This is an optimization exercise on Yosys and OpenROAD, whose aim is small area, not a production implementation.
In this exercise RTL edits were held to simulation tests only and were not proved equivalent to the original.
No activity file was given, so power comes from the tool's default toggle rates.

==> design/flow/design.v <==
module hispi_rx(
	input [47:0] data_in,
	output [63:0] data_out,
	output data_valid,
	output frame_start,
	input clk,
	input rst
);
reg [11:0] hispimodule00;
reg [11:0] hispimodule01;
reg [11:0] hispimodule02;
reg [11:0] hispimodule03;
wire [11:0] hispimodule0;
wire [11:0] hispimodule1;
wire [11:0] hispimodule2;
wire [11:0] hispimodule3;
reg [59:0] hispimodule0_data;
reg [5:0] hispimodule0_word_offset;
reg [5:0] hispimodule0_bit_offset;
reg hispimodule0_aligned;
reg [59:0] hispimodule1_data0;
reg [5:0] hispimodule1_word_offset;
reg [5:0] hispimodule1_bit_offset;
reg hispimodule1_aligned;
reg [59:0] hispimodule2_data;
reg [5:0] hispimodule2_word_offset;
reg [5:0] hispimodule2_bit_offset;
reg hispimodule2_aligned;
reg [59:0] hispimodule3_data;
reg [5:0] hispimodule3_word_offset;
reg [5:0] hispimodule3_bit_offset;
reg hispimodule3_aligned;
reg hispimodule1_frame_start;
reg hispimodule1_data_valid;
reg hispimodule1_data_actual_valid;
reg [7:0] hispimodule1_hispimodule10;
reg [7:0] hispimodule1_hispimodule11;
reg [7:0] hispimodule1_hispimodule12;
reg [7:0] hispimodule1_hispimodule13;
reg hispimodule1_found_frame_start;
reg [5:0] hispimodule1_padding_counter;
reg [23:0] hispimodule1_data1;
reg [23:0] hispimodule1_data2;
reg [23:0] hispimodule1_data3;
reg [23:0] hispimodule1_data4;
wire [7:0] hispimodule1_out0;
wire [11:0] hispimodule1_logarithmizer0_in_data;
wire [7:0] hispimodule1_logarithmizer0_out_data;
wire [11:0] hispimodule1_logarithmizer0_adr;
wire [7:0] hispimodule1_logarithmizer0_dat_r;
wire [7:0] hispimodule1_out1;
wire [11:0] hispimodule1_logarithmizer1_in_data;
wire [7:0] hispimodule1_logarithmizer1_out_data;
wire [11:0] hispimodule1_logarithmizer1_adr;
wire [7:0] hispimodule1_logarithmizer1_dat_r;
wire [7:0] hispimodule1_out2;
wire [11:0] hispimodule1_logarithmizer2_in_data;
wire [7:0] hispimodule1_logarithmizer2_out_data;
wire [11:0] hispimodule1_logarithmizer2_adr;
wire [7:0] hispimodule1_logarithmizer2_dat_r;
wire [7:0] hispimodule1_out3;
wire [11:0] hispimodule1_logarithmizer3_in_data;
wire [7:0] hispimodule1_logarithmizer3_out_data;
wire [11:0] hispimodule1_logarithmizer3_adr;
wire [7:0] hispimodule1_logarithmizer3_dat_r;
wire [31:0] data_out_1;
wire [83:0] hispimodule0_ext;
assign hispimodule0_ext = {24'd0, hispimodule0_data};
wire [83:0] hispimodule1_ext;
assign hispimodule1_ext = {24'd0, hispimodule1_data0};
wire [83:0] hispimodule2_ext;
assign hispimodule2_ext = {24'd0, hispimodule2_data};
wire [83:0] hispimodule3_ext;
assign hispimodule3_ext = {24'd0, hispimodule3_data};
reg [67:0] hispimodule2_double_in;
reg [1:0] hispimodule2_counter;
reg [3:0] state;
reg [3:0] next_state;
reg hispimodule1_found_frame_start_next_value;
reg hispimodule1_found_frame_start_next_value_ce;
reg [1:0] next_value0;
reg next_value_ce0;
reg [1:0] next_value1;
reg next_value_ce1;
reg [1:0] next_value2;
reg next_value_ce2;
reg [1:0] next_value3;
reg next_value_ce3;
reg [1:0] next_value4;
reg next_value_ce4;
reg [1:0] next_value5;
reg next_value_ce5;
reg [1:0] next_value6;
reg next_value_ce6;
reg [1:0] next_value7;
reg next_value_ce7;
assign data_out_1 = {hispimodule1_hispimodule13, hispimodule1_hispimodule12, hispimodule1_hispimodule11, hispimodule1_hispimodule10};
always @(*) begin
	hispimodule1_data_valid <= 1'd0;
	if (hispimodule1_data_actual_valid) begin
		hispimodule1_data_valid <= 1'd1;
	end else begin
		if ((hispimodule1_padding_counter != 1'd0)) begin
			hispimodule1_data_valid <= 1'd1;
		end else begin
			hispimodule1_data_valid <= 1'd0;
		end
	end
end
assign hispimodule1_logarithmizer0_in_data = hispimodule0_ext[(hispimodule0_bit_offset + (4'd12 * (hispimodule0_word_offset + 1'd0)))+:12];
assign hispimodule1_out0 = hispimodule1_logarithmizer0_out_data;
assign hispimodule1_logarithmizer1_in_data = hispimodule1_ext[(hispimodule1_bit_offset + (4'd12 * (hispimodule1_word_offset + 1'd0)))+:12];
assign hispimodule1_out1 = hispimodule1_logarithmizer1_out_data;
assign hispimodule1_logarithmizer2_in_data = hispimodule2_ext[(hispimodule2_bit_offset + (4'd12 * (hispimodule2_word_offset + 1'd0)))+:12];
assign hispimodule1_out2 = hispimodule1_logarithmizer2_out_data;
assign hispimodule1_logarithmizer3_in_data = hispimodule3_ext[(hispimodule3_bit_offset + (4'd12 * (hispimodule3_word_offset + 1'd0)))+:12];
assign hispimodule1_out3 = hispimodule1_logarithmizer3_out_data;
always @(*) begin
	hispimodule1_frame_start <= 1'd0;
	hispimodule1_data_actual_valid <= 1'd0;
	hispimodule1_hispimodule10 <= 8'd0;
	hispimodule1_hispimodule11 <= 8'd0;
	hispimodule1_hispimodule12 <= 8'd0;
	hispimodule1_hispimodule13 <= 8'd0;
	next_state <= 4'd0;
	hispimodule1_found_frame_start_next_value <= 1'd0;
	hispimodule1_found_frame_start_next_value_ce <= 1'd0;
	next_value0 <= 2'd0;
	next_value_ce0 <= 1'd0;
	next_value1 <= 2'd0;
	next_value_ce1 <= 1'd0;
	next_value2 <= 2'd0;
	next_value_ce2 <= 1'd0;
	next_value3 <= 2'd0;
	next_value_ce3 <= 1'd0;
	next_value4 <= 2'd0;
	next_value_ce4 <= 1'd0;
	next_value5 <= 2'd0;
	next_value_ce5 <= 1'd0;
	next_value6 <= 2'd0;
	next_value_ce6 <= 1'd0;
	next_value7 <= 2'd0;
	next_value_ce7 <= 1'd0;
	next_state <= state;
	case (state)
		1'd1: begin
			if ((hispimodule0_ext[(hispimodule0_bit_offset + (4'd12 * (hispimodule0_word_offset + 1'd1)))+:36] == 12'd4095)) begin
				next_state <= 2'd2;
			end
		end
		2'd2: begin
			next_state <= 2'd3;
		end
		2'd3: begin
			next_state <= 3'd4;
		end
		3'd4: begin
			next_state <= 3'd5;
		end
		3'd5: begin
			case (hispimodule0_ext[(hispimodule0_bit_offset + (4'd12 * (hispimodule0_word_offset + 1'd0)))+:12])
				1'd1: begin
					next_state <= 4'd8;
				end
				2'd3: begin
					hispimodule1_found_frame_start_next_value <= 1'd1;
					hispimodule1_found_frame_start_next_value_ce <= 1'd1;
					next_state <= 4'd8;
				end
				3'd5: begin
					next_state <= 3'd6;
				end
				3'd7: begin
					next_state <= 3'd6;
				end
				4'd9: begin
					next_state <= 1'd1;
				end
				5'd17: begin
					next_state <= 1'd1;
				end
				5'd19: begin
					hispimodule1_found_frame_start_next_value <= 1'd1;
					hispimodule1_found_frame_start_next_value_ce <= 1'd1;
					next_state <= 1'd1;
				end
				default: begin
					next_state <= 1'd1;
				end
			endcase
		end
		3'd6: begin
			next_value0 <= hispimodule0_ext[(hispimodule0_bit_offset + (4'd12 * (hispimodule0_word_offset + 1'd0)))+:12];
			next_value_ce0 <= 1'd1;
			next_value1 <= hispimodule1_ext[(hispimodule1_bit_offset + (4'd12 * (hispimodule1_word_offset + 1'd0)))+:12];
			next_value_ce1 <= 1'd1;
			next_value2 <= hispimodule2_ext[(hispimodule2_bit_offset + (4'd12 * (hispimodule2_word_offset + 1'd0)))+:12];
			next_value_ce2 <= 1'd1;
			next_value3 <= hispimodule3_ext[(hispimodule3_bit_offset + (4'd12 * (hispimodule3_word_offset + 1'd0)))+:12];
			next_value_ce3 <= 1'd1;
			next_state <= 3'd7;
		end
		3'd7: begin
			next_value4 <= hispimodule0_ext[(hispimodule0_bit_offset + (4'd12 * (hispimodule0_word_offset + 1'd0)))+:12];
			next_value_ce4 <= 1'd1;
			next_value5 <= hispimodule1_ext[(hispimodule1_bit_offset + (4'd12 * (hispimodule1_word_offset + 1'd0)))+:12];
			next_value_ce5 <= 1'd1;
			next_value6 <= hispimodule2_ext[(hispimodule2_bit_offset + (4'd12 * (hispimodule2_word_offset + 1'd0)))+:12];
			next_value_ce6 <= 1'd1;
			next_value7 <= hispimodule3_ext[(hispimodule3_bit_offset + (4'd12 * (hispimodule3_word_offset + 1'd0)))+:12];
			next_value_ce7 <= 1'd1;
			next_state <= 1'd1;
		end
		4'd8: begin
			hispimodule1_data_actual_valid <= 1'd1;
			hispimodule1_frame_start <= hispimodule1_found_frame_start;
			hispimodule1_found_frame_start_next_value <= 1'd0;
			hispimodule1_found_frame_start_next_value_ce <= 1'd1;
			hispimodule1_hispimodule10 <= hispimodule1_out0;
			hispimodule1_hispimodule11 <= hispimodule1_out1;
			hispimodule1_hispimodule12 <= hispimodule1_out2;
			hispimodule1_hispimodule13 <= hispimodule1_out3;
			if ((hispimodule0_ext[(hispimodule0_bit_offset + (4'd12 * (hispimodule0_word_offset + 1'd1)))+:36] == 12'd4095)) begin
				next_state <= 2'd2;
			end
		end
		default: begin
			if ((((hispimodule0_aligned & hispimodule1_aligned) & hispimodule2_aligned) & hispimodule3_aligned)) begin
				next_state <= 1'd1;
			end
		end
	endcase
end
assign hispimodule1_logarithmizer0_adr = hispimodule1_logarithmizer0_in_data;
assign hispimodule1_logarithmizer0_out_data = hispimodule1_logarithmizer0_dat_r;
assign hispimodule1_logarithmizer1_adr = hispimodule1_logarithmizer1_in_data;
assign hispimodule1_logarithmizer1_out_data = hispimodule1_logarithmizer1_dat_r;
assign hispimodule1_logarithmizer2_adr = hispimodule1_logarithmizer2_in_data;
assign hispimodule1_logarithmizer2_out_data = hispimodule1_logarithmizer2_dat_r;
assign hispimodule1_logarithmizer3_adr = hispimodule1_logarithmizer3_in_data;
assign hispimodule1_logarithmizer3_out_data = hispimodule1_logarithmizer3_dat_r;
assign data_out = {hispimodule2_double_in[65:34], hispimodule2_double_in[31:0]};
assign data_valid = ((hispimodule2_double_in[32] | hispimodule2_double_in[66]) & hispimodule2_counter[0]);
assign frame_start = (hispimodule2_double_in[33] | hispimodule2_double_in[67]);
assign hispimodule0 = hispimodule00;
assign hispimodule1 = hispimodule01;
assign hispimodule2 = hispimodule02;
assign hispimodule3 = hispimodule03;
always @(posedge clk) begin
	hispimodule0_data[47:0] <= hispimodule0_data[59:12];
	hispimodule0_data[59:48] <= hispimodule0;
	hispimodule1_data0[47:0] <= hispimodule1_data0[59:12];
	hispimodule1_data0[59:48] <= hispimodule1;
	hispimodule2_data[47:0] <= hispimodule2_data[59:12];
	hispimodule2_data[59:48] <= hispimodule2;
	hispimodule3_data[47:0] <= hispimodule3_data[59:12];
	hispimodule3_data[59:48] <= hispimodule3;
	if ((hispimodule0_data[35:0] == 12'd4095)) begin
		hispimodule0_bit_offset <= 1'd0;
	end
	if ((hispimodule0_data[36:1] == 12'd4095)) begin
		hispimodule0_bit_offset <= 1'd1;
	end
	if ((hispimodule0_data[37:2] == 12'd4095)) begin
		hispimodule0_bit_offset <= 2'd2;
	end
	if ((hispimodule0_data[38:3] == 12'd4095)) begin
		hispimodule0_bit_offset <= 2'd3;
	end
	if ((hispimodule0_data[39:4] == 12'd4095)) begin
		hispimodule0_bit_offset <= 3'd4;
	end
	if ((hispimodule0_data[40:5] == 12'd4095)) begin
		hispimodule0_bit_offset <= 3'd5;
	end
	if ((hispimodule0_data[41:6] == 12'd4095)) begin
		hispimodule0_bit_offset <= 3'd6;
	end
	if ((hispimodule0_data[42:7] == 12'd4095)) begin
		hispimodule0_bit_offset <= 3'd7;
	end
	if ((hispimodule0_data[43:8] == 12'd4095)) begin
		hispimodule0_bit_offset <= 4'd8;
	end
	if ((hispimodule0_data[44:9] == 12'd4095)) begin
		hispimodule0_bit_offset <= 4'd9;
	end
	if ((hispimodule0_data[45:10] == 12'd4095)) begin
		hispimodule0_bit_offset <= 4'd10;
	end
	if ((hispimodule0_data[46:11] == 12'd4095)) begin
		hispimodule0_bit_offset <= 4'd11;
	end
	if ((hispimodule1_data0[35:0] == 12'd4095)) begin
		hispimodule1_bit_offset <= 1'd0;
	end
	if ((hispimodule1_data0[36:1] == 12'd4095)) begin
		hispimodule1_bit_offset <= 1'd1;
	end
	if ((hispimodule1_data0[37:2] == 12'd4095)) begin
		hispimodule1_bit_offset <= 2'd2;
	end
	if ((hispimodule1_data0[38:3] == 12'd4095)) begin
		hispimodule1_bit_offset <= 2'd3;
	end
	if ((hispimodule1_data0[39:4] == 12'd4095)) begin
		hispimodule1_bit_offset <= 3'd4;
	end
	if ((hispimodule1_data0[40:5] == 12'd4095)) begin
		hispimodule1_bit_offset <= 3'd5;
	end
	if ((hispimodule1_data0[41:6] == 12'd4095)) begin
		hispimodule1_bit_offset <= 3'd6;
	end
	if ((hispimodule1_data0[42:7] == 12'd4095)) begin
		hispimodule1_bit_offset <= 3'd7;
	end
	if ((hispimodule1_data0[43:8] == 12'd4095)) begin
		hispimodule1_bit_offset <= 4'd8;
	end
	if ((hispimodule1_data0[44:9] == 12'd4095)) begin
		hispimodule1_bit_offset <= 4'd9;
	end
	if ((hispimodule1_data0[45:10] == 12'd4095)) begin
		hispimodule1_bit_offset <= 4'd10;
	end
	if ((hispimodule1_data0[46:11] == 12'd4095)) begin
		hispimodule1_bit_offset <= 4'd11;
	end
	if ((hispimodule2_data[35:0] == 12'd4095)) begin
		hispimodule2_bit_offset <= 1'd0;
	end
	if ((hispimodule2_data[36:1] == 12'd4095)) begin
		hispimodule2_bit_offset <= 1'd1;
	end
	if ((hispimodule2_data[37:2] == 12'd4095)) begin
		hispimodule2_bit_offset <= 2'd2;
	end
	if ((hispimodule2_data[38:3] == 12'd4095)) begin
		hispimodule2_bit_offset <= 2'd3;
	end
	if ((hispimodule2_data[39:4] == 12'd4095)) begin
		hispimodule2_bit_offset <= 3'd4;
	end
	if ((hispimodule2_data[40:5] == 12'd4095)) begin
		hispimodule2_bit_offset <= 3'd5;
	end
	if ((hispimodule2_data[41:6] == 12'd4095)) begin
		hispimodule2_bit_offset <= 3'd6;
	end
	if ((hispimodule2_data[42:7] == 12'd4095)) begin
		hispimodule2_bit_offset <= 3'd7;
	end
	if ((hispimodule2_data[43:8] == 12'd4095)) begin
		hispimodule2_bit_offset <= 4'd8;
	end
	if ((hispimodule2_data[44:9] == 12'd4095)) begin
		hispimodule2_bit_offset <= 4'd9;
	end
	if ((hispimodule2_data[45:10] == 12'd4095)) begin
		hispimodule2_bit_offset <= 4'd10;
	end
	if ((hispimodule2_data[46:11] == 12'd4095)) begin
		hispimodule2_bit_offset <= 4'd11;
	end
	if ((hispimodule3_data[35:0] == 12'd4095)) begin
		hispimodule3_bit_offset <= 1'd0;
	end
	if ((hispimodule3_data[36:1] == 12'd4095)) begin
		hispimodule3_bit_offset <= 1'd1;
	end
	if ((hispimodule3_data[37:2] == 12'd4095)) begin
		hispimodule3_bit_offset <= 2'd2;
	end
	if ((hispimodule3_data[38:3] == 12'd4095)) begin
		hispimodule3_bit_offset <= 2'd3;
	end
	if ((hispimodule3_data[39:4] == 12'd4095)) begin
		hispimodule3_bit_offset <= 3'd4;
	end
	if ((hispimodule3_data[40:5] == 12'd4095)) begin
		hispimodule3_bit_offset <= 3'd5;
	end
	if ((hispimodule3_data[41:6] == 12'd4095)) begin
		hispimodule3_bit_offset <= 3'd6;
	end
	if ((hispimodule3_data[42:7] == 12'd4095)) begin
		hispimodule3_bit_offset <= 3'd7;
	end
	if ((hispimodule3_data[43:8] == 12'd4095)) begin
		hispimodule3_bit_offset <= 4'd8;
	end
	if ((hispimodule3_data[44:9] == 12'd4095)) begin
		hispimodule3_bit_offset <= 4'd9;
	end
	if ((hispimodule3_data[45:10] == 12'd4095)) begin
		hispimodule3_bit_offset <= 4'd10;
	end
	if ((hispimodule3_data[46:11] == 12'd4095)) begin
		hispimodule3_bit_offset <= 4'd11;
	end
	hispimodule0_word_offset <= 1'd1;
	hispimodule0_aligned <= 1'd1;
	if ((hispimodule0_ext[(hispimodule0_bit_offset + 4'd12)+:36] == 12'd4095)) begin
		if ((hispimodule1_ext[(hispimodule1_bit_offset + 1'd0)+:36] == 12'd4095)) begin
			hispimodule1_word_offset <= 1'd0;
			hispimodule1_aligned <= 1'd1;
		end
		if ((hispimodule1_ext[(hispimodule1_bit_offset + 4'd12)+:36] == 12'd4095)) begin
			hispimodule1_word_offset <= 1'd1;
			hispimodule1_aligned <= 1'd1;
		end
		if ((hispimodule1_ext[(hispimodule1_bit_offset + 5'd24)+:36] == 12'd4095)) begin
			hispimodule1_word_offset <= 2'd2;
			hispimodule1_aligned <= 1'd1;
		end
	end
	if ((hispimodule0_ext[(hispimodule0_bit_offset + 4'd12)+:36] == 12'd4095)) begin
		if ((hispimodule2_ext[(hispimodule2_bit_offset + 1'd0)+:36] == 12'd4095)) begin
			hispimodule2_word_offset <= 1'd0;
			hispimodule2_aligned <= 1'd1;
		end
		if ((hispimodule2_ext[(hispimodule2_bit_offset + 4'd12)+:36] == 12'd4095)) begin
			hispimodule2_word_offset <= 1'd1;
			hispimodule2_aligned <= 1'd1;
		end
		if ((hispimodule2_ext[(hispimodule2_bit_offset + 5'd24)+:36] == 12'd4095)) begin
			hispimodule2_word_offset <= 2'd2;
			hispimodule2_aligned <= 1'd1;
		end
	end
	if ((hispimodule0_ext[(hispimodule0_bit_offset + 4'd12)+:36] == 12'd4095)) begin
		if ((hispimodule3_ext[(hispimodule3_bit_offset + 1'd0)+:36] == 12'd4095)) begin
			hispimodule3_word_offset <= 1'd0;
			hispimodule3_aligned <= 1'd1;
		end
		if ((hispimodule3_ext[(hispimodule3_bit_offset + 4'd12)+:36] == 12'd4095)) begin
			hispimodule3_word_offset <= 1'd1;
			hispimodule3_aligned <= 1'd1;
		end
		if ((hispimodule3_ext[(hispimodule3_bit_offset + 5'd24)+:36] == 12'd4095)) begin
			hispimodule3_word_offset <= 2'd2;
			hispimodule3_aligned <= 1'd1;
		end
	end
	if (hispimodule1_data_valid) begin
		if (((hispimodule1_padding_counter + 1'd1) < 6'd32)) begin
			hispimodule1_padding_counter <= (hispimodule1_padding_counter + 1'd1);
		end else begin
			hispimodule1_padding_counter <= 1'd0;
		end
	end
	state <= next_state;
	if (hispimodule1_found_frame_start_next_value_ce) begin
		hispimodule1_found_frame_start <= hispimodule1_found_frame_start_next_value;
	end
	if (next_value_ce0) begin
		hispimodule1_data1[1:0] <= next_value0;
	end
	if (next_value_ce1) begin
		hispimodule1_data2[1:0] <= next_value1;
	end
	if (next_value_ce2) begin
		hispimodule1_data3[1:0] <= next_value2;
	end
	if (next_value_ce3) begin
		hispimodule1_data4[1:0] <= next_value3;
	end
	if (next_value_ce4) begin
		hispimodule1_data1[3:2] <= next_value4;
	end
	if (next_value_ce5) begin
		hispimodule1_data2[3:2] <= next_value5;
	end
	if (next_value_ce6) begin
		hispimodule1_data3[3:2] <= next_value6;
	end
	if (next_value_ce7) begin
		hispimodule1_data4[3:2] <= next_value7;
	end
	if (hispimodule1_data_valid) begin
		if ((hispimodule2_counter == 2'd2)) begin
			hispimodule2_counter <= 1'd0;
		end else begin
			hispimodule2_counter[0] <= (~hispimodule2_counter[0]);
		end
	end else begin
		hispimodule2_counter <= 2'd2;
	end
	hispimodule2_double_in[65:34] <= data_out_1;
	hispimodule2_double_in[66] <= hispimodule1_data_valid;
	hispimodule2_double_in[67] <= hispimodule1_frame_start;
	hispimodule2_double_in[33:0] <= hispimodule2_double_in[67:34];
	if (rst) begin
		hispimodule0_data <= 60'd1152921504606846975;
		hispimodule0_word_offset <= 6'd0;
		hispimodule0_bit_offset <= 6'd0;
		hispimodule0_aligned <= 1'd0;
		hispimodule1_data0 <= 60'd1152921504606846975;
		hispimodule1_word_offset <= 6'd0;
		hispimodule1_bit_offset <= 6'd0;
		hispimodule1_aligned <= 1'd0;
		hispimodule2_data <= 60'd1152921504606846975;
		hispimodule2_word_offset <= 6'd0;
		hispimodule2_bit_offset <= 6'd0;
		hispimodule2_aligned <= 1'd0;
		hispimodule3_data <= 60'd1152921504606846975;
		hispimodule3_word_offset <= 6'd0;
		hispimodule3_bit_offset <= 6'd0;
		hispimodule3_aligned <= 1'd0;
		hispimodule1_found_frame_start <= 1'd0;
		hispimodule1_padding_counter <= 6'd0;
		hispimodule1_data1 <= 24'd16777215;
		hispimodule1_data2 <= 24'd16777215;
		hispimodule1_data3 <= 24'd16777215;
		hispimodule1_data4 <= 24'd16777215;
		hispimodule2_double_in <= 68'd0;
		hispimodule2_counter <= 2'd1;
		state <= 4'd0;
	end
end
always @(posedge clk) begin
	hispimodule00[0] <= (~data_in[0]);
	hispimodule00[1] <= (~data_in[4]);
	hispimodule00[2] <= (~data_in[8]);
	hispimodule00[3] <= (~data_in[12]);
	hispimodule00[4] <= (~data_in[16]);
	hispimodule00[5] <= (~data_in[20]);
	hispimodule00[6] <= (~data_in[24]);
	hispimodule00[7] <= (~data_in[28]);
	hispimodule00[8] <= (~data_in[32]);
	hispimodule00[9] <= (~data_in[36]);
	hispimodule00[10] <= (~data_in[40]);
	hispimodule00[11] <= (~data_in[44]);
	hispimodule01[0] <= (~data_in[1]);
	hispimodule01[1] <= (~data_in[5]);
	hispimodule01[2] <= (~data_in[9]);
	hispimodule01[3] <= (~data_in[13]);
	hispimodule01[4] <= (~data_in[17]);
	hispimodule01[5] <= (~data_in[21]);
	hispimodule01[6] <= (~data_in[25]);
	hispimodule01[7] <= (~data_in[29]);
	hispimodule01[8] <= (~data_in[33]);
	hispimodule01[9] <= (~data_in[37]);
	hispimodule01[10] <= (~data_in[41]);
	hispimodule01[11] <= (~data_in[45]);
	hispimodule02[0] <= (~data_in[2]);
	hispimodule02[1] <= (~data_in[6]);
	hispimodule02[2] <= (~data_in[10]);
	hispimodule02[3] <= (~data_in[14]);
	hispimodule02[4] <= (~data_in[18]);
	hispimodule02[5] <= (~data_in[22]);
	hispimodule02[6] <= (~data_in[26]);
	hispimodule02[7] <= (~data_in[30]);
	hispimodule02[8] <= (~data_in[34]);
	hispimodule02[9] <= (~data_in[38]);
	hispimodule02[10] <= (~data_in[42]);
	hispimodule02[11] <= (~data_in[46]);
	hispimodule03[0] <= (~data_in[3]);
	hispimodule03[1] <= (~data_in[7]);
	hispimodule03[2] <= (~data_in[11]);
	hispimodule03[3] <= (~data_in[15]);
	hispimodule03[4] <= (~data_in[19]);
	hispimodule03[5] <= (~data_in[23]);
	hispimodule03[6] <= (~data_in[27]);
	hispimodule03[7] <= (~data_in[31]);
	hispimodule03[8] <= (~data_in[35]);
	hispimodule03[9] <= (~data_in[39]);
	hispimodule03[10] <= (~data_in[43]);
	hispimodule03[11] <= (~data_in[47]);
	if (rst) begin
		hispimodule00 <= 12'd0;
		hispimodule01 <= 12'd0;
		hispimodule02 <= 12'd0;
		hispimodule03 <= 12'd0;
	end
end
reg [7:0] mem[0:4095];
assign hispimodule1_logarithmizer0_dat_r = mem[hispimodule1_logarithmizer0_adr];
initial begin
	$readmemh("log_lut.hex", mem);
end
reg [7:0] mem_1[0:4095];
assign hispimodule1_logarithmizer1_dat_r = mem_1[hispimodule1_logarithmizer1_adr];
initial begin
	$readmemh("log_lut.hex", mem_1);
end
reg [7:0] mem_2[0:4095];
assign hispimodule1_logarithmizer2_dat_r = mem_2[hispimodule1_logarithmizer2_adr];
initial begin
	$readmemh("log_lut.hex", mem_2);
end
reg [7:0] mem_3[0:4095];
assign hispimodule1_logarithmizer3_dat_r = mem_3[hispimodule1_logarithmizer3_adr];
initial begin
	$readmemh("log_lut.hex", mem_3);
end
endmodule
==> design/flow/log_lut.hex <==
00
01
02
03
04
05
06
07
08
09
0b
0b
0c
0d
0e
0f
10
11
12
13
14
15
15
16
17
18
19
19
1a
1b
1c
1c
1d
1e
1f
1f
20
21
21
22
23
23
24
25
25
26
26
27
28
28
29
29
2a
2b
2b
2c
2c
2d
2d
2e
2e
2f
2f
30
30
31
31
32
32
33
33
34
34
35
35
36
36
37
37
38
38
39
39
39
3a
3a
3b
3b
3c
3c
3c
3d
3d
3e
3e
3f
3f
3f
40
40
40
41
41
42
42
42
43
43
43
44
44
45
45
45
46
46
46
47
47
47
48
48
48
49
49
49
4a
4a
4a
4b
4b
4b
4c
4c
4c
4d
4d
4d
4e
4e
4e
4e
4f
4f
4f
50
50
50
51
51
51
51
52
52
52
53
53
53
53
54
54
54
55
55
55
55
56
56
56
56
57
57
57
57
58
58
58
58
59
59
59
59
5a
5a
5a
5a
5b
5b
5b
5b
5c
5c
5c
5c
5d
5d
5d
5d
5e
5e
5e
5e
5e
5f
5f
5f
5f
60
60
60
60
61
61
61
61
61
62
62
62
62
62
63
63
63
63
64
64
64
64
64
65
65
65
65
65
66
66
66
66
66
67
67
67
67
67
68
68
68
68
68
69
69
69
69
69
69
6a
6a
6a
6a
6a
6b
6b
6b
6b
6b
6c
6c
6c
6c
6c
6c
6d
6d
6d
6d
6d
6d
6e
6e
6e
6e
6e
6f
6f
6f
6f
6f
6f
70
70
70
70
70
70
71
71
71
71
71
71
72
72
72
72
72
72
73
73
73
73
73
73
73
74
74
74
74
74
74
75
75
75
75
75
75
75
76
76
76
76
76
76
77
77
77
77
77
77
77
78
78
78
78
78
78
78
79
79
79
79
79
79
79
7a
7a
7a
7a
7a
7a
7a
7b
7b
7b
7b
7b
7b
7b
7c
7c
7c
7c
7c
7c
7c
7d
7d
7d
7d
7d
7d
7d
7d
7e
7e
7e
7e
7e
7e
7e
7f
7f
7f
7f
7f
7f
7f
7f
80
80
80
80
80
80
80
80
81
81
81
81
81
81
81
81
82
82
82
82
82
82
82
82
83
83
83
83
83
83
83
83
83
84
84
84
84
84
84
84
84
85
85
85
85
85
85
85
85
85
86
86
86
86
86
86
86
86
87
87
87
87
87
87
87
87
87
88
88
88
88
88
88
88
88
88
89
89
89
89
89
89
89
89
89
89
8a
8a
8a
8a
8a
8a
8a
8a
8a
8b
8b
8b
8b
8b
8b
8b
8b
8b
8b
8c
8c
8c
8c
8c
8c
8c
8c
8c
8d
8d
8d
8d
8d
8d
8d
8d
8d
8d
8e
8e
8e
8e
8e
8e
8e
8e
8e
8e
8f
8f
8f
8f
8f
8f
8f
8f
8f
8f
8f
90
90
90
90
90
90
90
90
90
90
91
91
91
91
91
91
91
91
91
91
91
92
92
92
92
92
92
92
92
92
92
93
93
93
93
93
93
93
93
93
93
93
94
94
94
94
94
94
94
94
94
94
94
94
95
95
95
95
95
95
95
95
95
95
95
96
96
96
96
96
96
96
96
96
96
96
96
97
97
97
97
97
97
97
97
97
97
97
98
98
98
98
98
98
98
98
98
98
98
98
99
99
99
99
99
99
99
99
99
99
99
99
99
9a
9a
9a
9a
9a
9a
9a
9a
9a
9a
9a
9a
9b
9b
9b
9b
9b
9b
9b
9b
9b
9b
9b
9b
9b
9c
9c
9c
9c
9c
9c
9c
9c
9c
9c
9c
9c
9c
9d
9d
9d
9d
9d
9d
9d
9d
9d
9d
9d
9d
9d
9e
9e
9e
9e
9e
9e
9e
9e
9e
9e
9e
9e
9e
9f
9f
9f
9f
9f
9f
9f
9f
9f
9f
9f
9f
9f
9f
a0
a0
a0
a0
a0
a0
a0
a0
a0
a0
a0
a0
a0
a0
a1
a1
a1
a1
a1
a1
a1
a1
a1
a1
a1
a1
a1
a1
a2
a2
a2
a2
a2
a2
a2
a2
a2
a2
a2
a2
a2
a2
a3
a3
a3
a3
a3
a3
a3
a3
a3
a3
a3
a3
a3
a3
a3
a4
a4
a4
a4
a4
a4
a4
a4
a4
a4
a4
a4
a4
a4
a5
a5
a5
a5
a5
a5
a5
a5
a5
a5
a5
a5
a5
a5
a5
a5
a6
a6
a6
a6
a6
a6
a6
a6
a6
a6
a6
a6
a6
a6
a6
a7
a7
a7
a7
a7
a7
a7
a7
a7
a7
a7
a7
a7
a7
a7
a7
a8
a8
a8
a8
a8
a8
a8
a8
a8
a8
a8
a8
a8
a8
a8
a9
a9
a9
a9
a9
a9
a9
a9
a9
a9
a9
a9
a9
a9
a9
a9
a9
aa
aa
aa
aa
aa
aa
aa
aa
aa
aa
aa
aa
aa
aa
aa
aa
ab
ab
ab
ab
ab
ab
ab
ab
ab
ab
ab
ab
ab
ab
ab
ab
ab
ac
ac
ac
ac
ac
ac
ac
ac
ac
ac
ac
ac
ac
ac
ac
ac
ac
ad
ad
ad
ad
ad
ad
ad
ad
ad
ad
ad
ad
ad
ad
ad
ad
ad
ae
ae
ae
ae
ae
ae
ae
ae
ae
ae
ae
ae
ae
ae
ae
ae
ae
ae
af
af
af
af
af
af
af
af
af
af
af
af
af
af
af
af
af
af
b0
b0
b0
b0
b0
b0
b0
b0
b0
b0
b0
b0
b0
b0
b0
b0
b0
b0
b1
b1
b1
b1
b1
b1
b1
b1
b1
b1
b1
b1
b1
b1
b1
b1
b1
b1
b1
b2
b2
b2
b2
b2
b2
b2
b2
b2
b2
b2
b2
b2
b2
b2
b2
b2
b2
b2
b3
b3
b3
b3
b3
b3
b3
b3
b3
b3
b3
b3
b3
b3
b3
b3
b3
b3
b3
b4
b4
b4
b4
b4
b4
b4
b4
b4
b4
b4
b4
b4
b4
b4
b4
b4
b4
b4
b4
b5
b5
b5
b5
b5
b5
b5
b5
b5
b5
b5
b5
b5
b5
b5
b5
b5
b5
b5
b5
b6
b6
b6
b6
b6
b6
b6
b6
b6
b6
b6
b6
b6
b6
b6
b6
b6
b6
b6
b6
b7
b7
b7
b7
b7
b7
b7
b7
b7
b7
b7
b7
b7
b7
b7
b7
b7
b7
b7
b7
b7
b8
b8
b8
b8
b8
b8
b8
b8
b8
b8
b8
b8
b8
b8
b8
b8
b8
b8
b8
b8
b8
b9
b9
b9
b9
b9
b9
b9
b9
b9
b9
b9
b9
b9
b9
b9
b9
b9
b9
b9
b9
b9
b9
ba
ba
ba
ba
ba
ba
ba
ba
ba
ba
ba
ba
ba
ba
ba
ba
ba
ba
ba
ba
ba
bb
bb
bb
bb
bb
bb
bb
bb
bb
bb
bb
bb
bb
bb
bb
bb
bb
bb
bb
bb
bb
bb
bb
bc
bc
bc
bc
bc
bc
bc
bc
bc
bc
bc
bc
bc
bc
bc
bc
bc
bc
bc
bc
bc
bc
bd
bd
bd
bd
bd
bd
bd
bd
bd
bd
bd
bd
bd
bd
bd
bd
bd
bd
bd
bd
bd
bd
bd
be
be
be
be
be
be
be
be
be
be
be
be
be
be
be
be
be
be
be
be
be
be
be
be
bf
bf
bf
bf
bf
bf
bf
bf
bf
bf
bf
bf
bf
bf
bf
bf
bf
bf
bf
bf
bf
bf
bf
bf
c0
c0
c0
c0
c0
c0
c0
c0
c0
c0
c0
c0
c0
c0
c0
c0
c0
c0
c0
c0
c0
c0
c0
c0
c1
c1
c1
c1
c1
c1
c1
c1
c1
c1
c1
c1
c1
c1
c1
c1
c1
c1
c1
c1
c1
c1
c1
c1
c1
c2
c2
c2
c2
c2
c2
c2
c2
c2
c2
c2
c2
c2
c2
c2
c2
c2
c2
c2
c2
c2
c2
c2
c2
c2
c3
c3
c3
c3
c3
c3
c3
c3
c3
c3
c3
c3
c3
c3
c3
c3
c3
c3
c3
c3
c3
c3
c3
c3
c3
c4
c4
c4
c4
c4
c4
c4
c4
c4
c4
c4
c4
c4
c4
c4
c4
c4
c4
c4
c4
c4
c4
c4
c4
c4
c4
c5
c5
c5
c5
c5
c5
c5
c5
c5
c5
c5
c5
c5
c5
c5
c5
c5
c5
c5
c5
c5
c5
c5
c5
c5
c5
c5
c6
c6
c6
c6
c6
c6
c6
c6
c6
c6
c6
c6
c6
c6
c6
c6
c6
c6
c6
c6
c6
c6
c6
c6
c6
c6
c6
c7
c7
c7
c7
c7
c7
c7
c7
c7
c7
c7
c7
c7
c7
c7
c7
c7
c7
c7
c7
c7
c7
c7
c7
c7
c7
c7
c8
c8
c8
c8
c8
c8
c8
c8
c8
c8
c8
c8
c8
c8
c8
c8
c8
c8
c8
c8
c8
c8
c8
c8
c8
c8
c8
c8
c9
c9
c9
c9
c9
c9
c9
c9
c9
c9
c9
c9
c9
c9
c9
c9
c9
c9
c9
c9
c9
c9
c9
c9
c9
c9
c9
c9
c9
ca
ca
ca
ca
ca
ca
ca
ca
ca
ca
ca
ca
ca
ca
ca
ca
ca
ca
ca
ca
ca
ca
ca
ca
ca
ca
ca
ca
ca
cb
cb
cb
cb
cb
cb
cb
cb
cb
cb
cb
cb
cb
cb
cb
cb
cb
cb
cb
cb
cb
cb
cb
cb
cb
cb
cb
cb
cb
cc
cc
cc
cc
cc
cc
cc
cc
cc
cc
cc
cc
cc
cc
cc
cc
cc
cc
cc
cc
cc
cc
cc
cc
cc
cc
cc
cc
cc
cc
cd
cd
cd
cd
cd
cd
cd
cd
cd
cd
cd
cd
cd
cd
cd
cd
cd
cd
cd
cd
cd
cd
cd
cd
cd
cd
cd
cd
cd
cd
ce
ce
ce
ce
ce
ce
ce
ce
ce
ce
ce
ce
ce
ce
ce
ce
ce
ce
ce
ce
ce
ce
ce
ce
ce
ce
ce
ce
ce
ce
ce
cf
cf
cf
cf
cf
cf
cf
cf
cf
cf
cf
cf
cf
cf
cf
cf
cf
cf
cf
cf
cf
cf
cf
cf
cf
cf
cf
cf
cf
cf
cf
cf
d0
d0
d0
d0
d0
d0
d0
d0
d0
d0
d0
d0
d0
d0
d0
d0
d0
d0
d0
d0
d0
d0
d0
d0
d0
d0
d0
d0
d0
d0
d0
d0
d1
d1
d1
d1
d1
d1
d1
d1
d1
d1
d1
d1
d1
d1
d1
d1
d1
d1
d1
d1
d1
d1
d1
d1
d1
d1
d1
d1
d1
d1
d1
d1
d1
d2
d2
d2
d2
d2
d2
d2
d2
d2
d2
d2
d2
d2
d2
d2
d2
d2
d2
d2
d2
d2
d2
d2
d2
d2
d2
d2
d2
d2
d2
d2
d2
d2
d3
d3
d3
d3
d3
d3
d3
d3
d3
d3
d3
d3
d3
d3
d3
d3
d3
d3
d3
d3
d3
d3
d3
d3
d3
d3
d3
d3
d3
d3
d3
d3
d3
d3
d4
d4
d4
d4
d4
d4
d4
d4
d4
d4
d4
d4
d4
d4
d4
d4
d4
d4
d4
d4
d4
d4
d4
d4
d4
d4
d4
d4
d4
d4
d4
d4
d4
d4
d4
d5
d5
d5
d5
d5
d5
d5
d5
d5
d5
d5
d5
d5
d5
d5
d5
d5
d5
d5
d5
d5
d5
d5
d5
d5
d5
d5
d5
d5
d5
d5
d5
d5
d5
d5
d6
d6
d6
d6
d6
d6
d6
d6
d6
d6
d6
d6
d6
d6
d6
d6
d6
d6
d6
d6
d6
d6
d6
d6
d6
d6
d6
d6
d6
d6
d6
d6
d6
d6
d6
d7
d7
d7
d7
d7
d7
d7
d7
d7
d7
d7
d7
d7
d7
d7
d7
d7
d7
d7
d7
d7
d7
d7
d7
d7
d7
d7
d7
d7
d7
d7
d7
d7
d7
d7
d7
d7
d8
d8
d8
d8
d8
d8
d8
d8
d8
d8
d8
d8
d8
d8
d8
d8
d8
d8
d8
d8
d8
d8
d8
d8
d8
d8
d8
d8
d8
d8
d8
d8
d8
d8
d8
d8
d8
d9
d9
d9
d9
d9
d9
d9
d9
d9
d9
d9
d9
d9
d9
d9
d9
d9
d9
d9
d9
d9
d9
d9
d9
d9
d9
d9
d9
d9
d9
d9
d9
d9
d9
d9
d9
d9
da
da
da
da
da
da
da
da
da
da
da
da
da
da
da
da
da
da
da
da
da
da
da
da
da
da
da
da
da
da
da
da
da
da
da
da
da
da
da
db
db
db
db
db
db
db
db
db
db
db
db
db
db
db
db
db
db
db
db
db
db
db
db
db
db
db
db
db
db
db
db
db
db
db
db
db
db
db
dc
dc
dc
dc
dc
dc
dc
dc
dc
dc
dc
dc
dc
dc
dc
dc
dc
dc
dc
dc
dc
dc
dc
dc
dc
dc
dc
dc
dc
dc
dc
dc
dc
dc
dc
dc
dc
dc
dc
dd
dd
dd
dd
dd
dd
dd
dd
dd
dd
dd
dd
dd
dd
dd
dd
dd
dd
dd
dd
dd
dd
dd
dd
dd
dd
dd
dd
dd
dd
dd
dd
dd
dd
dd
dd
dd
dd
dd
dd
dd
de
de
de
de
de
de
de
de
de
de
de
de
de
de
de
de
de
de
de
de
de
de
de
de
de
de
de
de
de
de
de
de
de
de
de
de
de
de
de
de
de
df
df
df
df
df
df
df
df
df
df
df
df
df
df
df
df
df
df
df
df
df
df
df
df
df
df
df
df
df
df
df
df
df
df
df
df
df
df
df
df
df
df
e0
e0
e0
e0
e0
e0
e0
e0
e0
e0
e0
e0
e0
e0
e0
e0
e0
e0
e0
e0
e0
e0
e0
e0
e0
e0
e0
e0
e0
e0
e0
e0
e0
e0
e0
e0
e0
e0
e0
e0
e0
e0
e1
e1
e1
e1
e1
e1
e1
e1
e1
e1
e1
e1
e1
e1
e1
e1
e1
e1
e1
e1
e1
e1
e1
e1
e1
e1
e1
e1
e1
e1
e1
e1
e1
e1
e1
e1
e1
e1
e1
e1
e1
e1
e1
e1
e2
e2
e2
e2
e2
e2
e2
e2
e2
e2
e2
e2
e2
e2
e2
e2
e2
e2
e2
e2
e2
e2
e2
e2
e2
e2
e2
e2
e2
e2
e2
e2
e2
e2
e2
e2
e2
e2
e2
e2
e2
e2
e2
e2
e3
e3
e3
e3
e3
e3
e3
e3
e3
e3
e3
e3
e3
e3
e3
e3
e3
e3
e3
e3
e3
e3
e3
e3
e3
e3
e3
e3
e3
e3
e3
e3
e3
e3
e3
e3
e3
e3
e3
e3
e3
e3
e3
e3
e3
e4
e4
e4
e4
e4
e4
e4
e4
e4
e4
e4
e4
e4
e4
e4
e4
e4
e4
e4
e4
e4
e4
e4
e4
e4
e4
e4
e4
e4
e4
e4
e4
e4
e4
e4
e4
e4
e4
e4
e4
e4
e4
e4
e4
e4
e5
e5
e5
e5
e5
e5
e5
e5
e5
e5
e5
e5
e5
e5
e5
e5
e5
e5
e5
e5
e5
e5
e5
e5
e5
e5
e5
e5
e5
e5
e5
e5
e5
e5
e5
e5
e5
e5
e5
e5
e5
e5
e5
e5
e5
e5
e5
e6
e6
e6
e6
e6
e6
e6
e6
e6
e6
e6
e6
e6
e6
e6
e6
e6
e6
e6
e6
e6
e6
e6
e6
e6
e6
e6
e6
e6
e6
e6
e6
e6
e6
e6
e6
e6
e6
e6
e6
e6
e6
e6
e6
e6
e6
e6
e7
e7
e7
e7
e7
e7
e7
e7
e7
e7
e7
e7
e7
e7
e7
e7
e7
e7
e7
e7
e7
e7
e7
e7
e7
e7
e7
e7
e7
e7
e7
e7
e7
e7
e7
e7
e7
e7
e7
e7
e7
e7
e7
e7
e7
e7
e7
e7
e8
e8
e8
e8
e8
e8
e8
e8
e8
e8
e8
e8
e8
e8
e8
e8
e8
e8
e8
e8
e8
e8
e8
e8
e8
e8
e8
e8
e8
e8
e8
e8
e8
e8
e8
e8
e8
e8
e8
e8
e8
e8
e8
e8
e8
e8
e8
e8
e8
e9
e9
e9
e9
e9
e9
e9
e9
e9
e9
e9
e9
e9
e9
e9
e9
e9
e9
e9
e9
e9
e9
e9
e9
e9
e9
e9
e9
e9
e9
e9
e9
e9
e9
e9
e9
e9
e9
e9
e9
e9
e9
e9
e9
e9
e9
e9
e9
e9
e9
ea
ea
ea
ea
ea
ea
ea
ea
ea
ea
ea
ea
ea
ea
ea
ea
ea
ea
ea
ea
ea
ea
ea
ea
ea
ea
ea
ea
ea
ea
ea
ea
ea
ea
ea
ea
ea
ea
ea
ea
ea
ea
ea
ea
ea
ea
ea
ea
ea
ea
ea
eb
eb
eb
eb
eb
eb
eb
eb
eb
eb
eb
eb
eb
eb
eb
eb
eb
eb
eb
eb
eb
eb
eb
eb
eb
eb
eb
eb
eb
eb
eb
eb
eb
eb
eb
eb
eb
eb
eb
eb
eb
eb
eb
eb
eb
eb
eb
eb
eb
eb
eb
eb
ec
ec
ec
ec
ec
ec
ec
ec
ec
ec
ec
ec
ec
ec
ec
ec
ec
ec
ec
ec
ec
ec
ec
ec
ec
ec
ec
ec
ec
ec
ec
ec
ec
ec
ec
ec
ec
ec
ec
ec
ec
ec
ec
ec
ec
ec
ec
ec
ec
ec
ec
ec
ed
ed
ed
ed
ed
ed
ed
ed
ed
ed
ed
ed
ed
ed
ed
ed
ed
ed
ed
ed
ed
ed
ed
ed
ed
ed
ed
ed
ed
ed
ed
ed
ed
ed
ed
ed
ed
ed
ed
ed
ed
ed
ed
ed
ed
ed
ed
ed
ed
ed
ed
ed
ed
ed
ee
ee
ee
ee
ee
ee
ee
ee
ee
ee
ee
ee
ee
ee
ee
ee
ee
ee
ee
ee
ee
ee
ee
ee
ee
ee
ee
ee
ee
ee
ee
ee
ee
ee
ee
ee
ee
ee
ee
ee
ee
ee
ee
ee
ee
ee
ee
ee
ee
ee
ee
ee
ee
ee
ef
ef
ef
ef
ef
ef
ef
ef
ef
ef
ef
ef
ef
ef
ef
ef
ef
ef
ef
ef
ef
ef
ef
ef
ef
ef
ef
ef
ef
ef
ef
ef
ef
ef
ef
ef
ef
ef
ef
ef
ef
ef
ef
ef
ef
ef
ef
ef
ef
ef
ef
ef
ef
ef
ef
ef
f0
f0
f0
f0
f0
f0
f0
f0
f0
f0
f0
f0
f0
f0
f0
f0
f0
f0
f0
f0
f0
f0
f0
f0
f0
f0
f0
f0
f0
f0
f0
f0
f0
f0
f0
f0
f0
f0
f0
f0
f0
f0
f0
f0
f0
f0
f0
f0
f0
f0
f0
f0
f0
f0
f0
f0
f1
f1
f1
f1
f1
f1
f1
f1
f1
f1
f1
f1
f1
f1
f1
f1
f1
f1
f1
f1
f1
f1
f1
f1
f1
f1
f1
f1
f1
f1
f1
f1
f1
f1
f1
f1
f1
f1
f1
f1
f1
f1
f1
f1
f1
f1
f1
f1
f1
f1
f1
f1
f1
f1
f1
f1
f1
f1
f2
f2
f2
f2
f2
f2
f2
f2
f2
f2
f2
f2
f2
f2
f2
f2
f2
f2
f2
f2
f2
f2
f2
f2
f2
f2
f2
f2
f2
f2
f2
f2
f2
f2
f2
f2
f2
f2
f2
f2
f2
f2
f2
f2
f2
f2
f2
f2
f2
f2
f2
f2
f2
f2
f2
f2
f2
f2
f3
f3
f3
f3
f3
f3
f3
f3
f3
f3
f3
f3
f3
f3
f3
f3
f3
f3
f3
f3
f3
f3
f3
f3
f3
f3
f3
f3
f3
f3
f3
f3
f3
f3
f3
f3
f3
f3
f3
f3
f3
f3
f3
f3
f3
f3
f3
f3
f3
f3
f3
f3
f3
f3
f3
f3
f3
f3
f3
f3
f4
f4
f4
f4
f4
f4
f4
f4
f4
f4
f4
f4
f4
f4
f4
f4
f4
f4
f4
f4
f4
f4
f4
f4
f4
f4
f4
f4
f4
f4
f4
f4
f4
f4
f4
f4
f4
f4
f4
f4
f4
f4
f4
f4
f4
f4
f4
f4
f4
f4
f4
f4
f4
f4
f4
f4
f4
f4
f4
f4
f5
f5
f5
f5
f5
f5
f5
f5
f5
f5
f5
f5
f5
f5
f5
f5
f5
f5
f5
f5
f5
f5
f5
f5
f5
f5
f5
f5
f5
f5
f5
f5
f5
f5
f5
f5
f5
f5
f5
f5
f5
f5
f5
f5
f5
f5
f5
f5
f5
f5
f5
f5
f5
f5
f5
f5
f5
f5
f5
f5
f5
f5
f6
f6
f6
f6
f6
f6
f6
f6
f6
f6
f6
f6
f6
f6
f6
f6
f6
f6
f6
f6
f6
f6
f6
f6
f6
f6
f6
f6
f6
f6
f6
f6
f6
f6
f6
f6
f6
f6
f6
f6
f6
f6
f6
f6
f6
f6
f6
f6
f6
f6
f6
f6
f6
f6
f6
f6
f6
f6
f6
f6
f6
f6
f7
f7
f7
f7
f7
f7
f7
f7
f7
f7
f7
f7
f7
f7
f7
f7
f7
f7
f7
f7
f7
f7
f7
f7
f7
f7
f7
f7
f7
f7
f7
f7
f7
f7
f7
f7
f7
f7
f7
f7
f7
f7
f7
f7
f7
f7
f7
f7
f7
f7
f7
f7
f7
f7
f7
f7
f7
f7
f7
f7
f7
f7
f7
f7
f8
f8
f8
f8
f8
f8
f8
f8
f8
f8
f8
f8
f8
f8
f8
f8
f8
f8
f8
f8
f8
f8
f8
f8
f8
f8
f8
f8
f8
f8
f8
f8
f8
f8
f8
f8
f8
f8
f8
f8
f8
f8
f8
f8
f8
f8
f8
f8
f8
f8
f8
f8
f8
f8
f8
f8
f8
f8
f8
f8
f8
f8
f8
f8
f8
f9
f9
f9
f9
f9
f9
f9
f9
f9
f9
f9
f9
f9
f9
f9
f9
f9
f9
f9
f9
f9
f9
f9
f9
f9
f9
f9
f9
f9
f9
f9
f9
f9
f9
f9
f9
f9
f9
f9
f9
f9
f9
f9
f9
f9
f9
f9
f9
f9
f9
f9
f9
f9
f9
f9
f9
f9
f9
f9
f9
f9
f9
f9
f9
f9
f9
fa
fa
fa
fa
fa
fa
fa
fa
fa
fa
fa
fa
fa
fa
fa
fa
fa
fa
fa
fa
fa
fa
fa
fa
fa
fa
fa
fa
fa
fa
fa
fa
fa
fa
fa
fa
fa
fa
fa
fa
fa
fa
fa
fa
fa
fa
fa
fa
fa
fa
fa
fa
fa
fa
fa
fa
fa
fa
fa
fa
fa
fa
fa
fa
fa
fa
fa
fb
fb
fb
fb
fb
fb
fb
fb
fb
fb
fb
fb
fb
fb
fb
fb
fb
fb
fb
fb
fb
fb
fb
fb
fb
fb
fb
fb
fb
fb
fb
fb
fb
fb
fb
fb
fb
fb
fb
fb
fb
fb
fb
fb
fb
fb
fb
fb
fb
fb
fb
fb
fb
fb
fb
fb
fb
fb
fb
fb
fb
fb
fb
fb
fb
fb
fb
fb
fb
fc
fc
fc
fc
fc
fc
fc
fc
fc
fc
fc
fc
fc
fc
fc
fc
fc
fc
fc
fc
fc
fc
fc
fc
fc
fc
fc
fc
fc
fc
fc
fc
fc
fc
fc
fc
fc
fc
fc
fc
fc
fc
fc
fc
fc
fc
fc
fc
fc
fc
fc
fc
fc
fc
fc
fc
fc
fc
fc
fc
fc
fc
fc
fc
fc
fc
fc
fc
fc
fd
fd
fd
fd
fd
fd
fd
fd
fd
fd
fd
fd
fd
fd
fd
fd
fd
fd
fd
fd
fd
fd
fd
fd
fd
fd
fd
fd
fd
fd
fd
fd
fd
fd
fd
fd
fd
fd
fd
fd
fd
fd
fd
fd
fd
fd
fd
fd
fd
fd
fd
fd
fd
fd
fd
fd
fd
fd
fd
fd
fd
fd
fd
fd
fd
fd
fd
fd
fd
fd
fd
fe
fe
fe
fe
fe
fe
fe
fe
fe
fe
fe
fe
fe
fe
fe
fe
fe
fe
fe
fe
fe
fe
fe
fe
fe
fe
fe
fe
fe
fe
fe
fe
fe
fe
fe
fe
fe
fe
fe
fe
fe
fe
fe
fe
fe
fe
fe
fe
fe
fe
fe
fe
fe
fe
fe
fe
fe
fe
fe
fe
fe
fe
fe
fe
fe
fe
fe
fe
fe
fe
fe
fe
ff
==> design/flow/run.sh <==
#!/bin/bash
# synth_recipe.tcl (not shown) runs the flow's synth.tcl, then flattens the netlist and writes it again
# the make line also repeats each setting of config.mk as NAME=value (left out here)
make -C /OpenROAD-flow-scripts/flow DESIGN_CONFIG=/design/flow/config.mk WORK_HOME=/design/flow/orfs CLKGATE_MAP_FILE= SYNTH_SCRIPT=/design/flow/synth_recipe.tcl finish
==> design/flow/config.mk <==
export PLATFORM = sky130hd
export DESIGN_NAME = hispi_rx
export DESIGN_NICKNAME = hispi_rx
export VERILOG_FILES = /design/flow/design.v
export SDC_FILE = /design/flow/constraint.sdc
export NUM_CORES = 4
export LEC_CHECK = 0
export CAP_MARGIN = 20
export CORE_MARGIN = 2
export CORE_UTILIZATION = 40
export SLEW_MARGIN = 20
export SYNTH_MEMORY_MAX_BITS = 131072
==> design/flow/constraint.sdc <==
create_clock -name core_clock -period 10.0 [get_ports {clk}]
set_input_delay 2.0000 -clock core_clock [delete_from_list [all_inputs] [get_ports {clk}]]
set_output_delay 2.0000 -clock core_clock [all_outputs]
set_load 0.01 [all_outputs]
==> run_summary.xml <==
<?xml version="1.0" encoding="UTF-8"?>
<metrics>
  <group name="outcome">
    <metric name="outcome" unit="">finished clean</metric>
  </group>
  <group name="worst_hold_path">
    <metric name="timing.hold.worst_path_depth" unit="">1</metric>
    <metric name="timing.hold.worst.class" unit="">reg2reg</metric>
    <metric name="hold_path_startpoint" unit="">hispimodule00[5]</metric>
    <metric name="worstHoldEndpoint" unit="">hispimodule0_data[53]</metric>
  </group>
  <group name="timing">
    <metric name="fmaxAchievable" unit="GHz">0.148</metric>
    <metric name="timing.final.max_slew_violations" unit="">0</metric>
    <metric name="final.min_clock_period" unit="ns">6.77</metric>
    <metric name="final.setup.tns" unit="ns">0</metric>
    <metric name="slew-limit-headroom" unit="%">14.9</metric>
    <metric name="rsz0062_at_grt" unit="">no</metric>
    <metric name="worst_pin_slew" unit="ns">1.27</metric>
    <metric name="post-route-worst-setup-slack" unit="ns">3.23</metric>
    <metric name="final_hold_viols" unit="">0</metric>
    <metric name="fin_worst_skew" unit="ns">0.0362</metric>
    <metric name="hold_slack" unit="ns">0.401</metric>
    <metric name="finalCritPeriodShare" unit="%">67.7</metric>
    <metric name="report.final.setup_viol" unit="">0</metric>
  </group>
  <group name="setup_path">
    <metric name="critPathLaunch" unit="">hispimodule3_bit_offset[2]</metric>
    <metric name="timing.critical_path.max_delay_family" unit="">compound AO/OA/AOI/OAI gates</metric>
    <metric name="worstPathRequired" unit="ns">10.52</metric>
    <metric name="worst-path-max-fanout" unit="">36</metric>
    <metric name="timing.critical_path.slowest_stage_cell" unit="">sky130_fd_sc_hd__ha_2</metric>
    <metric name="worst_setup_path_end_kind" unit="">flip-flop</metric>
    <metric name="critical_path.cell_chain" unit="">buf_4 &gt; ha_2 &gt; inv_1 &gt; buf_4 &gt; mux4_2 &gt; o221ai_1 &gt; o21ai_0 &gt; a22o_1 &gt; inv_1 &gt; ha_1 &gt; inv_1 &gt; nor3_2 &gt; buf_4 &gt; nand2_1 &gt; o2bb2ai_1 &gt; nand2_1 &gt; a2111oi_0 &gt; o21ai_0 &gt; a41oi_1 &gt; a311oi_1</metric>
    <metric name="startpoint_type" unit="">flip-flop</metric>
    <metric name="reg2reg_setup_slack" unit="ns">3.23</metric>
    <metric name="critPathKind" unit="">reg2reg</metric>
    <metric name="rr_worst_depth" unit="">20</metric>
    <metric name="worst_r2r_startpoint" unit="">hispimodule3_bit_offset[2]</metric>
    <metric name="cp_num_buf_inv" unit="">6</metric>
    <metric name="critical_path.max_stage_delay" unit="ns">1.00</metric>
    <metric name="timing.critical_path.arrival" unit="ns">7.29</metric>
    <metric name="worst_r2r_endpoint" unit="">hispimodule2_double_in[58]</metric>
  </group>
  <group name="yosys">
    <metric name="synth_sequential_area_ratio" unit="%">17.0</metric>
    <metric name="post_synthesis_cells" unit="">5980</metric>
    <metric name="synth_nets" unit="">6111</metric>
    <metric name="ys.warnings.count" unit="">1</metric>
    <metric name="ys_dominant_reg_cell" unit="">sky130_fd_sc_hd__dfxtp_1</metric>
    <metric name="number_of_enable_type_register_cells_in_the_synthesized_netlist" unit="">0</metric>
    <metric name="synth.distinct_cells" unit="">115</metric>
    <metric name="asyncSetResetFlopFracSynth" unit="%">0</metric>
    <metric name="flops_latches_synth" unit="">394</metric>
    <metric name="mappedNetlistArea" unit="µm²">46500</metric>
    <metric name="syn_avg_cell_area" unit="µm²">7.78</metric>
  </group>
  <group name="layout">
    <metric name="num-fill-cells" unit="">11800</metric>
    <metric name="postLayoutCoreUtil" unit="%">42.6</metric>
    <metric name="post_layout_nonfiller_instances" unit="">7189</metric>
    <metric name="layout-area-overhead-vs-synth" unit="%">5.87</metric>
    <metric name="total_number_of_nets_in_the_final_design" unit="">5755</metric>
    <metric name="final_layout_size_suffix_gt1_share" unit="%">17.4</metric>
  </group>
  <group name="floorplan">
    <metric name="core_region_area" unit="µm²">116000</metric>
    <metric name="die-area" unit="µm²">119000</metric>
    <metric name="die_w" unit="µm">345</metric>
    <metric name="die_h" unit="µm">345</metric>
    <metric name="number_of_i_o_pins" unit="">116</metric>
    <metric name="number_of_placement_rows" unit="">125</metric>
    <metric name="start_util" unit="%">40.2</metric>
  </group>
  <group name="power_and_ir_drop">
    <metric name="power_density" unit="nW/µm²">87.6</metric>
    <metric name="power.share.sequential" unit="%">39.8</metric>
    <metric name="comb_power_share" unit="%">15.3</metric>
    <metric name="worst_vdd_ir" unit="mV">0.192</metric>
    <metric name="power.switching_fraction" unit="%">30.5</metric>
    <metric name="cellLeakagePower" unit="nW">16.2</metric>
    <metric name="switching_power" unit="mW">1.32</metric>
    <metric name="p_int" unit="mW">3.00</metric>
    <metric name="clock_power_share" unit="%">44.9</metric>
  </group>
  <group name="placement">
    <metric name="placed_cells_incl_taps" unit="">7095</metric>
    <metric name="globalplace.congestion" unit="">1.05</metric>
    <metric name="quantity_of_i_o_buffers_inserted_on_ports" unit="">115</metric>
    <metric name="detailed_place_hpwl" unit="µm">137000</metric>
    <metric name="place_worst_setup_slack" unit="ns">3.47</metric>
  </group>
  <group name="cts">
    <metric name="cts_hold_buf" unit="">0</metric>
    <metric name="cts.htree.levels" unit="">2</metric>
    <metric name="clk_pin_slew" unit="ns">0.06</metric>
    <metric name="post_cts_setup_inserts" unit="">0</metric>
    <metric name="root_buffer_cell" unit="">sky130_fd_sc_hd__clkbuf_16</metric>
    <metric name="cts_tree" unit="">built</metric>
    <metric name="clock_sink_total" unit="">394</metric>
    <metric name="cts_max_path_buffers" unit="">3</metric>
    <metric name="clock_insertion_delay_worst_skew" unit="ns">0.67</metric>
    <metric name="cts_inserted_buffers" unit="">50</metric>
    <metric name="ctsResizeCount" unit="">0</metric>
  </group>
  <group name="drt">
    <metric name="drt-total-wl" unit="µm">199000</metric>
    <metric name="drt_first_pass_iters" unit="">10</metric>
    <metric name="initialDrtViolationCount" unit="">8366</metric>
    <metric name="antenna_left" unit="">0</metric>
    <metric name="post-route-drc-count" unit="">0</metric>
    <metric name="wl_per_cell" unit="µm">27.7</metric>
    <metric name="vias" unit="">50900</metric>
    <metric name="avgViaCountPerCell" unit="">7.08</metric>
  </group>
  <group name="job">
    <metric name="cap_viol_max_count" unit="">0</metric>
  </group>
  <group name="global_routing">
    <metric name="first_global_vias" unit="">46600</metric>
    <metric name="grt_pass1_wl" unit="µm">301000</metric>
    <metric name="grt_max_degree" unit="">113</metric>
    <metric name="gr-total-overflow" unit="">0</metric>
    <metric name="antenna_found_initial" unit="">4</metric>
    <metric name="globalRouteTotalUtil" unit="%">31.8</metric>
  </group>
</metrics>
-- synthesized netlist by cell type, types with 25 or more instances --
cell type	instances	area share (%)
sky130_fd_sc_hd__nor2_1	534	4.3
sky130_fd_sc_hd__a221oi_1	46	0.87
sky130_fd_sc_hd__inv_1	83	0.67
sky130_fd_sc_hd__nand4_1	71	0.95
sky130_fd_sc_hd__nor2b_1	63	0.85
sky130_fd_sc_hd__a311oi_1	36	0.68
sky130_fd_sc_hd__o31ai_1	40	0.65
sky130_fd_sc_hd__buf_4	108	1.7
sky130_fd_sc_hd__or3_1	25	0.34
sky130_fd_sc_hd__ha_1	77	2.1
sky130_fd_sc_hd__or2_2	245	3.3
sky130_fd_sc_hd__mux4_2	306	15
sky130_fd_sc_hd__mux2i_1	206	4.4
sky130_fd_sc_hd__mux2_2	102	2.5
sky130_fd_sc_hd__dfxtp_1	394	17
sky130_fd_sc_hd__o22ai_1	75	1.0
sky130_fd_sc_hd__a21o_1	28	0.45
sky130_fd_sc_hd__o221ai_1	51	0.96
sky130_fd_sc_hd__a21oi_1	464	5.0
sky130_fd_sc_hd__nand2b_1	34	0.46
sky130_fd_sc_hd__o311ai_0	32	0.60
sky130_fd_sc_hd__nor3_1	159	1.7
sky130_fd_sc_hd__a22oi_1	31	0.50
sky130_fd_sc_hd__o211ai_1	79	1.3
sky130_fd_sc_hd__clkbuf_1	286	2.3
sky130_fd_sc_hd__nand3_1	181	1.9
sky130_fd_sc_hd__buf_1	54	0.44
sky130_fd_sc_hd__nand2_1	671	5.4
sky130_fd_sc_hd__o2111ai_1	32	0.60
sky130_fd_sc_hd__a211oi_1	88	1.4
sky130_fd_sc_hd__buf_2	175	1.9
sky130_fd_sc_hd__a2111oi_0	31	0.58
sky130_fd_sc_hd__o21ai_0	419	4.5
sky130_fd_sc_hd__and2_1	37	0.50
sky130_fd_sc_hd__a31oi_1	95	1.3
sky130_fd_sc_hd__nor4_1	84	1.1
sky130_fd_sc_hd__and3_1	26	0.35
-- layout by cell type, fill, tap and decap left out, types with 36 or more instances in the layout --
cell,count
sky130_fd_sc_hd__o21ai_0,417
sky130_fd_sc_hd__o22ai_1,75
sky130_fd_sc_hd__nand3_1,179
sky130_fd_sc_hd__or2_2,246
sky130_fd_sc_hd__nand2_1,671
sky130_fd_sc_hd__nor3_1,157
sky130_fd_sc_hd__o211ai_1,79
sky130_fd_sc_hd__a311oi_1,36
sky130_fd_sc_hd__nand4_1,71
sky130_fd_sc_hd__mux2i_1,200
sky130_fd_sc_hd__clkdlybuf4s50_1,114
sky130_fd_sc_hd__dfxtp_1,386
sky130_fd_sc_hd__a221oi_1,46
sky130_fd_sc_hd__mux2_2,102
sky130_fd_sc_hd__nor4_1,84
sky130_fd_sc_hd__nor2b_1,63
sky130_fd_sc_hd__a211oi_1,88
sky130_fd_sc_hd__o221ai_1,51
sky130_fd_sc_hd__and2_1,36
sky130_fd_sc_hd__ha_1,73
sky130_fd_sc_hd__o31ai_1,40
sky130_fd_sc_hd__a31oi_1,95
sky130_fd_sc_hd__mux4_2,306
sky130_fd_sc_hd__nor2_1,529
sky130_fd_sc_hd__a21oi_1,464
sky130_fd_sc_hd__inv_1,83
sky130_fd_sc_hd__buf_4,124
sky130_fd_sc_hd__clkbuf_16,50
-- metrics by stage --
stage	area [µm²]	total power [mW]
CTS	49200	4.35
global route	49200	4.48
finish	49200	4.31
floorplan	46500	2.15
global placement	47400	2.38
detailed placement	47500	2.38
-- layer usage --
metal	vias up	global-route usage [%]	part of all wire, %	wire length, µm
met1	24300	44.5	41	80800
met4	2	14.2	5.2	10400
li1	22100	-	-	-
met2	3839	47.4	43	84900
met3	725	6.16	12	23400
met5	-	0	0.0065	13
-- cell type report --
cell class / instances / area [µm²] / share of cell area (%)
flip-flops and latches: 394 / 7920 / 16.1
diodes: 1 / 2.50 / 0.00508
clock buffers: 58 / 1310 / 2.66
clock inverters: 34 / 439 / 0.892
well taps: 1524 / 1910 / 3.87
multi-input cells: 4840 / 35200 / 71.5
inverters: 98 / 370 / 0.752
repair buffers: 240 / 2110 / 4.29
-- power by group through the flow --
stage | Combinational (mW) | Sequential, mW | Clock [mW]
after global routing | 0.699 | 1.72 | 2.06
after floorplan | 0.454 | 1.70 | 0
final | 0.660 | 1.72 | 1.94
after CTS | 0.636 | 1.71 | 2.00
after global placement | 0.637 | 1.75 | 0
after detailed placement | 0.633 | 1.75 | 0
-- flip-flops by register name, indices dropped and copies added, names as in the netlist, 4 cells and up --
name	cells
hispimodule1_bit_offset	4
hispimodule01	12
hispimodule1_data0	60
hispimodule2_data	60
hispimodule0_bit_offset	4
hispimodule0_data	60
hispimodule1_padding_counter	5
hispimodule3_data	60
state	4
hispimodule03	12
hispimodule00	12
hispimodule2_bit_offset	4
hispimodule02	12
hispimodule3_bit_offset	4
hispimodule2_double_in	68
-- worst max-delay path by stage --
stage,end,slack [ns],depth (start not counted)
finish,hispimodule2_double_in[58],3.23,20
global route,hispimodule2_double_in[58],2.88,20
CTS,hispimodule2_double_in[59],3.45,21
detailed placement,hispimodule2_double_in[58],3.47,20
global placement,hispimodule2_double_in[42],3.12,21
floorplan,hispimodule2_double_in[35],4.63,19
-- logic make-up (layout without fill, tap and decap cells) --
| kind of cell | after synthesis | count (layout) | synth area share, % |
|---|---|---|---|
| mux | 633 | 633 | 22.7 |
| buf+inv | 746 | 430 | 7.90 |
| xor+xnor | 16 | 16 | 0.317 |
| other cells | 0 | 1 | 0 |
| simple gates | 2272 | 2272 | 23.8 |
| compound gates | 1836 | 1836 | 26.1 |
| fa+ha+maj | 83 | 83 | 2.29 |
| flops | 394 | 394 | 17.0 |

[separate check: timing with driven ports]
Ports are ideal in the flow. The routed layout listed here was re-timed in OpenROAD. Step 1 (the two cells are an assumption about what drives the block):
set clk [get_ports {clk}]
set_driving_cell -lib_cell sky130_fd_sc_hd__clkbuf_16 $clk
set_driving_cell -lib_cell sky130_fd_sc_hd__buf_2 [delete_from_list [all_inputs] $clk]
Step 2 also shifts input and output timing later by t, the mid clock arrival at the registers, as if the neighbouring blocks saw the same clock. a / b / c = no drivers / after step 1 / after step 2; a / b = the first two.
t (ns): 0.738
setup slack, ns: 3.234 / 3.234 / 3.234
worst setup path at the end: register to register
clock arrival spread, ns: 0.040 / 0.039
worst register clock-pin slew, ns: 0.08 / 0.08
After both steps setup and hold are still met in this run. The setup slack of this run moves by 0.000 ns with the drivers and by 0.000 ns with both steps.
